From an optimization exercise on the open Yosys and OpenROAD flow, aimed at small area, a short achievable clock period and few clock cycles per item; shortcuts taken in it are not production practice. At most, simulation tests tie the RTL to the original design; equivalence was not proved. Power is estimated from default activity; no workload was simulated.

==> 02-13 <==
Design cnn_top, start of the top module:
module cnn_top(
    input wire clk,
    input wire rst,
    input wire start,
    output reg  [9:0]  img_addr,
    input  wire [7:0]  img_data,
    output reg  [14:0] w_addr,
    input  wire [7:0]  w_data,
    output wire [10:0] s_raddr,
    input  wire [7:0]  s_rdata,
    output wire [10:0] s_waddr,
    output reg  [7:0]  s_wdata,
    output reg         s_we,
    output reg  [3:0]  result,
    output wire [79:0] scores,
    output reg         done
);
    localparam B1_BASE = 21672;
    localparam W2_BASE = 21704;
    localparam B2_BASE = 22024;
    localparam H_BASE  = 676;
    localparam LK_NONE = 3'd0, LK_CQ0 = 3'd1, LK_CQM = 3'd2, LK_CQ3 = 3'd3,
               LK_FC1 = 3'd4, LK_FC2 = 3'd5;
    localparam S_IDLE = 3'd0, S_CONV = 3'd1, S_FC1 = 3'd2, S_FC2 = 3'd3,
               S_WAIT = 3'd4, S_FIN = 3'd5;
    reg [2:0] st;
    reg [1:0] f;           
    reg [3:0] pr, pc;      
    reg [1:0] q;           
    reg [1:0] kr, kc;      
    reg [9:0] pb;          
    reg [2:0] gap;         
    reg       bphase;      
    reg [4:0] o;           
    reg [14:0] wp;         
    reg [9:0] rp;          
    reg [9:0] wcnt;        
    assign s_raddr = {1'b0, rp};
    assign s_waddr = {1'b0, wcnt};
    reg       i_asel, i_bias, i_cb, i_first;    
    reg [2:0] i_lk;
    reg       m_asel, m_bias, m_cb, m_first;    
  ...
export LEC_CHECK = 0
export CAP_MARGIN = 20
export CORE_MARGIN = 2
export CORE_UTILIZATION = 60
export SLEW_MARGIN = 20
create_clock -name core_clock -period 9.0 [get_ports {clk}]
run.sh (not shown) runs the stock make flow with config.mk's settings and CLKGATE_MAP_FILE= SYNTH_SCRIPT=/design/flow/synth_recipe.tcl, a recipe that flattens the netlist after the stock synthesis.
==> inputs of 12-17, as changes to 02-13 <==
--- a/flow/design.v
+++ b/flow/design.v
@@ -30,36 +30,35 @@
     reg [1:0] q;           
     reg [1:0] kr, kc;      
     reg [9:0] pb;          
     reg [2:0] gap;         
     reg       bphase;      
     reg [4:0] o;           
+    reg [9:0] i;           
     reg [14:0] wp;         
     reg [9:0] rp;          
     reg [9:0] wcnt;        
     assign s_raddr = {1'b0, rp};
     assign s_waddr = {1'b0, wcnt};
     reg       i_asel, i_bias, i_cb, i_first;    
     reg [2:0] i_lk;
     reg       m_asel, m_bias, m_cb, m_first;    
     reg [2:0] m_lk;
-    reg       d_first, p1_first, p_first;
-    reg [2:0] d_lk, p1_lk, p_lk, a_lk;
+    reg       d_first, p_first;
+    reg [2:0] d_lk, p_lk, a_lk;
     reg       o_cout, o_sc;
     wire [1:0] rowo = q[1] + kr;
     wire [9:0] conv_addr = pb + rowo * 5'd28 + q[0] + kc;
     wire [5:0] conv_w = {f, 3'b000} + f + {kr, 1'b0} + kr + kc;
     wire       tap_last = (kr == 2'd2) && (kc == 2'd2);
     always @(posedge clk) begin
         if (rst) begin
             st <= S_IDLE;
             done <= 1'b0;
             i_asel <= 1'b0; i_bias <= 1'b0; i_cb <= 1'b0; i_first <= 1'b0; i_lk <= LK_NONE;
         end else begin
-            img_addr <= conv_addr;
-            w_addr <= {9'd0, conv_w};
             i_asel <= 1'b0; i_bias <= 1'b0; i_cb <= 1'b0; i_first <= 1'b0; i_lk <= LK_NONE;
             case (st)
                 S_IDLE: begin
                     if (start) begin
                         st <= S_CONV;
                         f <= 2'd0; pr <= 4'd0; pc <= 4'd0; q <= 2'd0; kr <= 2'd0; kc <= 2'd0;
@@ -71,12 +70,14 @@
                         gap <= gap - 3'd1;
                     end else if (bphase) begin
                         w_addr <= 15'd36 + f;
                         i_cb <= 1'b1;
                         bphase <= 1'b0;
                     end else begin
+                        img_addr <= conv_addr;
+                        w_addr <= {9'd0, conv_w};
                         i_first <= (kr == 2'd0) && (kc == 2'd0);
                         i_lk <= !tap_last ? LK_NONE :
                                 (q == 2'd0) ? LK_CQ0 :
                                 (q == 2'd3) ? LK_CQ3 : LK_CQM;
                         if (kc == 2'd2) begin
                             kc <= 2'd0;
@@ -87,17 +88,17 @@
                                     if (pc == 4'd12) begin
                                         pc <= 4'd0;
                                         if (pr == 4'd12) begin
                                             pr <= 4'd0;
                                             pb <= 10'd0;
                                             f <= f + 2'd1;
-                                            gap <= 3'd5;
+                                            gap <= 3'd4;
                                             bphase <= 1'b1;
                                             if (f == 2'd3) begin
                                                 st <= S_FC1;
-                                                o <= 5'd0;
+                                                o <= 5'd0; i <= 10'd0;
                                                 wp <= 15'd40;
                                                 gap <= 3'd0;
                                             end
                                         end else begin
                                             pr <= pr + 4'd1;
                                             pb <= pb + 10'd32;
@@ -118,19 +119,21 @@
                 S_FC1, S_FC2: begin
                     if (bphase) begin
                         w_addr <= (st == S_FC1 ? 15'd21672 : 15'd22024) + o;
                         i_bias <= 1'b1;
                         i_first <= 1'b1;
                         bphase <= 1'b0;
+                        i <= 10'd0;
                         rp <= (st == S_FC1) ? 10'h3ff : H_BASE - 10'd1;
                     end else begin
                         w_addr <= wp;
                         wp <= wp + 15'd1;
                         rp <= rp + 10'd1;
+                        i <= i + 10'd1;
                         i_asel <= 1'b1;
-                        if (rp == 10'd674 || rp == 10'd706) begin
+                        if (st == S_FC1 ? (i == 10'd675) : (i == 10'd31)) begin
                             i_lk <= (st == S_FC1) ? LK_FC1 : LK_FC2;
                             bphase <= 1'b1;
                             o <= o + 5'd1;
                             if (st == S_FC1 && o == 5'd31) begin
                                 st <= S_FC2;
                                 o <= 5'd0;
@@ -156,57 +159,52 @@
                 default: st <= S_IDLE;
             endcase
         end
     end
     reg [7:0] a_r;
     reg signed [7:0] w_r;
-    reg [11:0] pl;
-    reg signed [11:0] ph;
     reg signed [16:0] p;
     reg signed [25:0] acc;
-    reg signed [11:0] mx;
+    reg signed [19:0] mx;
     reg signed [7:0] bc;
     reg [79:0] sc;
     reg [7:0] bestv;
     reg [3:0] k;
     assign scores = sc;
     always @(posedge clk) begin
         if (rst) begin
             m_asel <= 1'b0; m_bias <= 1'b0; m_cb <= 1'b0; m_first <= 1'b0; m_lk <= LK_NONE;
             d_first <= 1'b0; d_lk <= LK_NONE;
-            p1_first <= 1'b0; p1_lk <= LK_NONE;
             p_first <= 1'b0; p_lk <= LK_NONE;
             a_lk <= LK_NONE;
             o_cout <= 1'b0; o_sc <= 1'b0;
             s_we <= 1'b0;
         end else begin
             m_asel <= i_asel; m_bias <= i_bias; m_cb <= i_cb; m_first <= i_first; m_lk <= i_lk;
             d_first <= m_first; d_lk <= m_lk;
-            p1_first <= d_first; p1_lk <= d_lk;
-            p_first <= p1_first; p_lk <= p1_lk;
+            p_first <= d_first; p_lk <= d_lk;
             a_lk <= p_lk;
             o_cout <= (a_lk == LK_CQ3);
             o_sc <= (a_lk == LK_FC2);
             s_we <= (a_lk == LK_FC1) || o_cout;
         end
     end
     wire [7:0] fc_clip = acc[25] ? 8'd0 : (|acc[24:15]) ? 8'd255 : acc[14:7];
-    wire signed [12:0] cv_t = mx + bc;
+    wire signed [12:0] cv_t = $signed(mx[19:8]) + bc;
     wire [7:0] cv_clip = cv_t[12] ? 8'd0 : (|cv_t[11:8]) ? 8'd255 : cv_t[7:0];
     always @(posedge clk) begin
         a_r <= m_bias ? 8'd128 : m_asel ? s_rdata : img_data;
         w_r <= w_data;
         if (m_cb) bc <= w_data;
-        pl <= a_r * w_r[3:0];
-        ph <= $signed({1'b0, a_r}) * $signed(w_r[7:4]);
-        p <= $signed({ph, 4'b0000}) + $signed({5'b00000, pl});
+        p <= $signed({1'b0, a_r}) * w_r;
         acc <= (p_first ? 26'sd0 : acc) + p;
-        if (a_lk == LK_CQ0) mx <= acc[19:8];
-        else if ((a_lk == LK_CQM || a_lk == LK_CQ3) && $signed(acc[19:8]) > mx) mx <= acc[19:8];
+        if (a_lk == LK_CQ0) mx <= acc[19:0];
+        else if ((a_lk == LK_CQM || a_lk == LK_CQ3) && $signed(acc[19:0]) > mx) mx <= acc[19:0];
         if (a_lk == LK_FC2) sc <= {fc_clip, sc[79:8]};
-        s_wdata <= (a_lk == LK_FC1) ? fc_clip : cv_clip;
+        if (a_lk == LK_FC1) s_wdata <= fc_clip;
+        else if (o_cout) s_wdata <= cv_clip;
         if (st == S_IDLE) k <= 4'd0;
         else if (o_sc) begin
             if (k == 4'd0 || sc[79:72] > bestv) begin
                 bestv <= sc[79:72];
                 result <= k;
             end
CORE_UTILIZATION = 40   (was 60)
==> run summary <==
Against 02-13, the core utilization of 12-17 is lower by 24 points. Between 12-17 and 02-13, the lower sequential power is in 12-17 (gap about 2%, measured against 02-13). Count of clock-buffer cells in the layout: 12-17 is lower than 02-13 (14). Between 02-13 and 12-17, the lower hold slack is in 02-13 (gap 0.085 ns). Against 02-13, the global-route usage of 12-17 is lower by 6.4 points. Of 12-17 and 02-13, 02-13 has the higher register-to-register slack (gap 0.81 ns). Between 02-13 and 12-17, the lower clock skew is in 02-13 (gap 0.0089 ns). In 12-17 the area after synthesis is higher than in 02-13, by 1.9%. In power, 12-17 and 02-13 hardly differ. Of 12-17 and 02-13, 02-13 has the higher clock power (gap about 6%, measured against 02-13).
Testbench counts of 02-13, summed over its fixed seeds: cycles 741,720, images 16.
For 12-17, only the layout was checked, not whether the RTL still works.

separate check: timing with driven ports:
No port has a modelled driver above. Below, the same layouts with a new extraction and two added sets of constraints.
Step 1, drivers: a clkbuf_16 drives clk and a buf_2 each remaining input, both assumed.
Step 2 moves the port delays by t, midway between the first and last clock arrival at a register: inputs arrive t later, outputs are due t later. That takes back most of the time a late clock gives input paths.
Slacks: no drivers / after step 1 / after step 2; pairs: no drivers / after step 1.
| run | t, ns | slack for setup (ns) | latest minus earliest clock arrival (ns) | worst register clock-pin slew, ns |
|---|---|---|---|---|
| 02-13 | 0.555 | 5.103 / 5.103 / 4.982 | 0.015 / 0.014 | 0.06 / 0.06 |
| 12-17 | 0.592 | 4.293 / 4.293 / 4.293 | 0.022 / 0.022 | 0.06 / 0.06 |
After both steps every run listed still meets setup and hold. The setup slack of 02-13, which loses most, moves by 0.000 ns with the drivers and by -0.121 ns with both steps.
